Background: an optimization exercise with open tools, aiming at small area, a short achievable clock period and few clock cycles per item. Do not read the settings as production practice.
Only simulation tests tie the RTL to the original design; equivalence was not proved.
Power and IR drop assume default switching activity.

## Final_p
module Final_p(quotient, remainder, done, rowk, columnk, equal, clk, rst);
Size in the first run: about 520 cells after synthesis, roughly 59 flip-flops, roughly 44 I/O pins.
==> module Final_p, before the edit <==
module Final_p(quotient, remainder, done, rowk, columnk, equal, clk, rst);
output [15:0] quotient, remainder;
output done;
input equal, clk, rst;
input [3:0] rowk, columnk;
function [4:0] add5;
	input [4:0] x;
	input [4:0] k;
	integer v;
	begin
		add5 = 5'd0;
		for (v = 0; v < 32; v = v + 1)
			if (x == v)
				add5 = v + k;
	end
endfunction
wire row_ok = (rowk == 4'd1) | (rowk == 4'd2) | (rowk == 4'd4) | (rowk == 4'd8);
wire col_ok = (columnk == 4'd1) | (columnk == 4'd2) | (columnk == 4'd4) | (columnk == 4'd8);
wire kv = row_ok & col_ok;
wire [3:0] d;
assign d[3] = rowk[3] | (rowk[2] & ~columnk[1]) | (rowk[1] & columnk[3]);
assign d[2] = rowk[3] | (rowk[1] & ~columnk[3]) | (rowk[0] & columnk[3]);
assign d[1] = ((rowk[3] | rowk[2]) & (columnk[3] | columnk[2])) |
              ((rowk[1] | rowk[0]) & (columnk[2] | columnk[1]));
assign d[0] = (rowk[3] & (columnk[3] | columnk[1])) | (rowk[2] & (columnk[3] | columnk[0])) |
              ((rowk[1] | rowk[0]) & (columnk[2] | columnk[0]));
reg prev_kv;
wire press = kv & ~prev_kv;
reg [2:0] cnt;		 
reg full;		 
reg [15:0] r;		 
reg [15:0] dv;		 
reg [15:0] q;		 
reg [4:0] p;		 
reg nz;			 
wire dnz = (d != 4'd0);
wire first = (cnt == 3'd4);
wire last = (cnt == 3'd7);
wire nzp = nz & ~first;					 
wire [3:0] nd = d[3] ? d : d[2] ? {d[2:0], 1'b0} : d[1] ? {d[1:0], 2'b0} : {d[0], 3'b0};
wire [4:0] pm1 = add5(p, 5'd31);
wire [4:0] pm2 = add5(p, 5'd30);
wire [4:0] pm3 = add5(p, 5'd29);
wire [4:0] pm4 = add5(p, 5'd28);
wire [4:0] pl = d[3] ? pm4 : d[2] ? pm3 : d[1] ? pm2 : pm1;
reg [4:0] pa;
always @(*) begin
	case ({cnt[1:0], d[3], d[2], d[1]})
		5'b00100, 5'b00101, 5'b00110, 5'b00111: pa = 5'd12;
		5'b00010, 5'b00011: pa = 5'd11;
		5'b00001: pa = 5'd10;
		5'b00000: pa = 5'd9;
		5'b01100, 5'b01101, 5'b01110, 5'b01111: pa = 5'd8;
		5'b01010, 5'b01011: pa = 5'd7;
		5'b01001: pa = 5'd6;
		5'b01000: pa = 5'd5;
		5'b10100, 5'b10101, 5'b10110, 5'b10111: pa = 5'd4;
		5'b10010, 5'b10011: pa = 5'd3;
		5'b10001: pa = 5'd2;
		5'b10000: pa = 5'd1;
		5'b11100, 5'b11101, 5'b11110, 5'b11111: pa = 5'd0;
		5'b11010, 5'b11011: pa = 5'd31;
		5'b11001: pa = 5'd30;
		default: pa = 5'd29;
	endcase
end
reg [15:0] placed;
integer i, j;
always @(*) begin
	placed = 16'd0;
	for (i = 0; i < 16; i = i + 1)
		for (j = 0; j < 4; j = j + 1)
			if (p == ((i - j) & 31))
				placed[i] = placed[i] | (nzp ? d[j] : nd[j]);
end
wire run = nz & ~((p[4:2] == 3'b011) | (p[4:2] == 3'b100) | (p[4:2] == 3'b101) | (p[4:2] == 3'b110));
wire step = full & run;
wire [16:0] diff = {1'b0, r} - {1'b0, dv};
wire ge = ~diff[16];
assign done = equal & full & ~run;
assign quotient = q;
assign remainder = r;
always @(posedge clk or posedge rst) begin
	if (rst) begin
		prev_kv <= 1'b0;
		cnt <= 3'd0;
		full <= 1'b0;
	end
	else begin
		prev_kv <= kv;
		if (press) begin
			cnt <= {cnt[2] ^ (cnt[1] & cnt[0]), cnt[1] ^ cnt[0], ~cnt[0]};
			full <= last;
		end
	end
end
always @(posedge clk) begin
	if (press & ~cnt[2])
		r <= {r[11:0], d};
	else if (step & ge)
		r <= diff[15:0];
	if ((press & cnt[2]) | step)
		dv <= cnt[2] ? ((first ? 16'd0 : dv) | placed) : {1'b0, dv[15:1]};
	if ((press & last) | step)
		q <= cnt[2] ? {16{~(nzp | dnz)}} : {q[14:0], ge};
	if (press) begin
		if (~cnt[2]) begin
			if (cnt[1:0] == 2'd0)
				p <= dnz ? pa : 5'b11100;
			else if (~nz & dnz)
				p <= pa;
			nz <= (nz & (cnt[1:0] != 2'd0)) | dnz;
		end
		else begin
			nz <= nzp | dnz;
			if (nzp)
				p <= pm4;
			else if (dnz)
				p <= pl;
		end
	end
	else if (step)
		p <= pm1;
end
endmodule
Settings: LEC_CHECK=0, CAP_MARGIN=20, CORE_MARGIN=2, CORE_UTILIZATION=40, SETUP_SLACK_MARGIN=1.0, SLEW_MARGIN=20; clock period 4.0 ns.
standard.sh (not shown) runs the stock make flow with config.mk's settings and CLKGATE_MAP_FILE= SYNTH_SCRIPT=/design/flow/synth_recipe.tcl, a recipe that flattens the netlist after the stock synthesis.
==> flow/flow/run.sh <==
#!/bin/bash
# Standard ORFS layout, with plain buffers on the ports and the resizer free to
# swap any cell for another of the same function.
set -u
bash standard.sh finish \
  'BUFFER_PORTS_ARGS=-buffer_cell sky130_fd_sc_hd__buf_2' \
  MATCH_CELL_FOOTPRINT=0 > standard.log 2>&1
Testbench counts at the start, summed over its fixed seeds: cycles 9,363, divisions 1,600.
Next try:
--- a/flow/design.v
+++ b/flow/design.v
@@ -40,13 +40,17 @@
 wire nzp = nz & ~first;					 
 wire [3:0] nd = d[3] ? d : d[2] ? {d[2:0], 1'b0} : d[1] ? {d[1:0], 2'b0} : {d[0], 3'b0};
 wire [4:0] pm1 = add5(p, 5'd31);
 wire [4:0] pm2 = add5(p, 5'd30);
 wire [4:0] pm3 = add5(p, 5'd29);
 wire [4:0] pm4 = add5(p, 5'd28);
-wire [4:0] pl = d[3] ? pm4 : d[2] ? pm3 : d[1] ? pm2 : pm1;
+wire [4:0] pp1 = add5(p, 5'd1);
+wire [4:0] pp2 = add5(p, 5'd2);
+wire [4:0] pp3 = add5(p, 5'd3);
+wire [4:0] pl = last ? (d[3] ? p : d[2] ? pp1 : d[1] ? pp2 : pp3)
+                     : (d[3] ? pm4 : d[2] ? pm3 : d[1] ? pm2 : pm1);
 reg [4:0] pa;
 always @(*) begin
 	case ({cnt[1:0], d[3], d[2], d[1]})
 		5'b00100, 5'b00101, 5'b00110, 5'b00111: pa = 5'd12;
 		5'b00010, 5'b00011: pa = 5'd11;
 		5'b00001: pa = 5'd10;
@@ -71,13 +75,13 @@
 	placed = 16'd0;
 	for (i = 0; i < 16; i = i + 1)
 		for (j = 0; j < 4; j = j + 1)
 			if (p == ((i - j) & 31))
 				placed[i] = placed[i] | (nzp ? d[j] : nd[j]);
 end
-wire run = nz & ~((p[4:2] == 3'b011) | (p[4:2] == 3'b100) | (p[4:2] == 3'b101) | (p[4:2] == 3'b110));
+wire run = nz & ~p[4];
 wire step = full & run;
 wire [16:0] diff = {1'b0, r} - {1'b0, dv};
 wire ge = ~diff[16];
 assign done = equal & full & ~run;
 assign quotient = q;
 assign remainder = r;
@@ -112,13 +116,13 @@
 				p <= pa;
 			nz <= (nz & (cnt[1:0] != 2'd0)) | dnz;
 		end
 		else begin
 			nz <= nzp | dnz;
 			if (nzp)
-				p <= pm4;
+				p <= last ? p : pm4;
 			else if (dnz)
 				p <= pl;
 		end
 	end
 	else if (step)
 		p <= pm1;
What happened: Hold slack loses 4.2 ps. Area after synthesis climbs by roughly a tenth. Cell area climbs by a few percent. Total power climbs by a few percent. Global-route usage climbs by 2.8 points. Non-clock buffer count drops by 3. Register-to-register slack loses 30 ps. Clock power drops by about a fifth. Cell count climbs by roughly a tenth.
Testbench counts after the change, summed over its fixed seeds: cycles 9,363, divisions 1,600.

static timing again, ports no longer ideal:
The results above use ideal ports. As a check the final layouts listed here were re-extracted and re-timed, cells and wires unchanged.
Step 1 assumes that a clkbuf_16 drives the clock port and a buf_2 every other input.
Step 2 times the ports against the registers' clock, not the clock port: input delays grow and output delays shrink by t, the midpoint of the rising clock arrivals with the driver on.
a / b / c = ideal / step 1 / step 2; a / b = the first two.
| run | t (ns) | setup WS [ns] | worst hold slack (ns) |
|---|---|---|---|
| the first run | 0.366 | 1.105 / 1.120 / 0.754 | 0.359 / 0.344 / 0.566 |
| the second run | 0.378 | 1.156 / 1.171 / 0.793 | 0.355 / 0.336 / 0.588 |
After both steps every run listed still meets setup and hold. The setup slack of the second run, which loses most, moves by +0.015 ns with the drivers and by -0.363 ns with both steps.
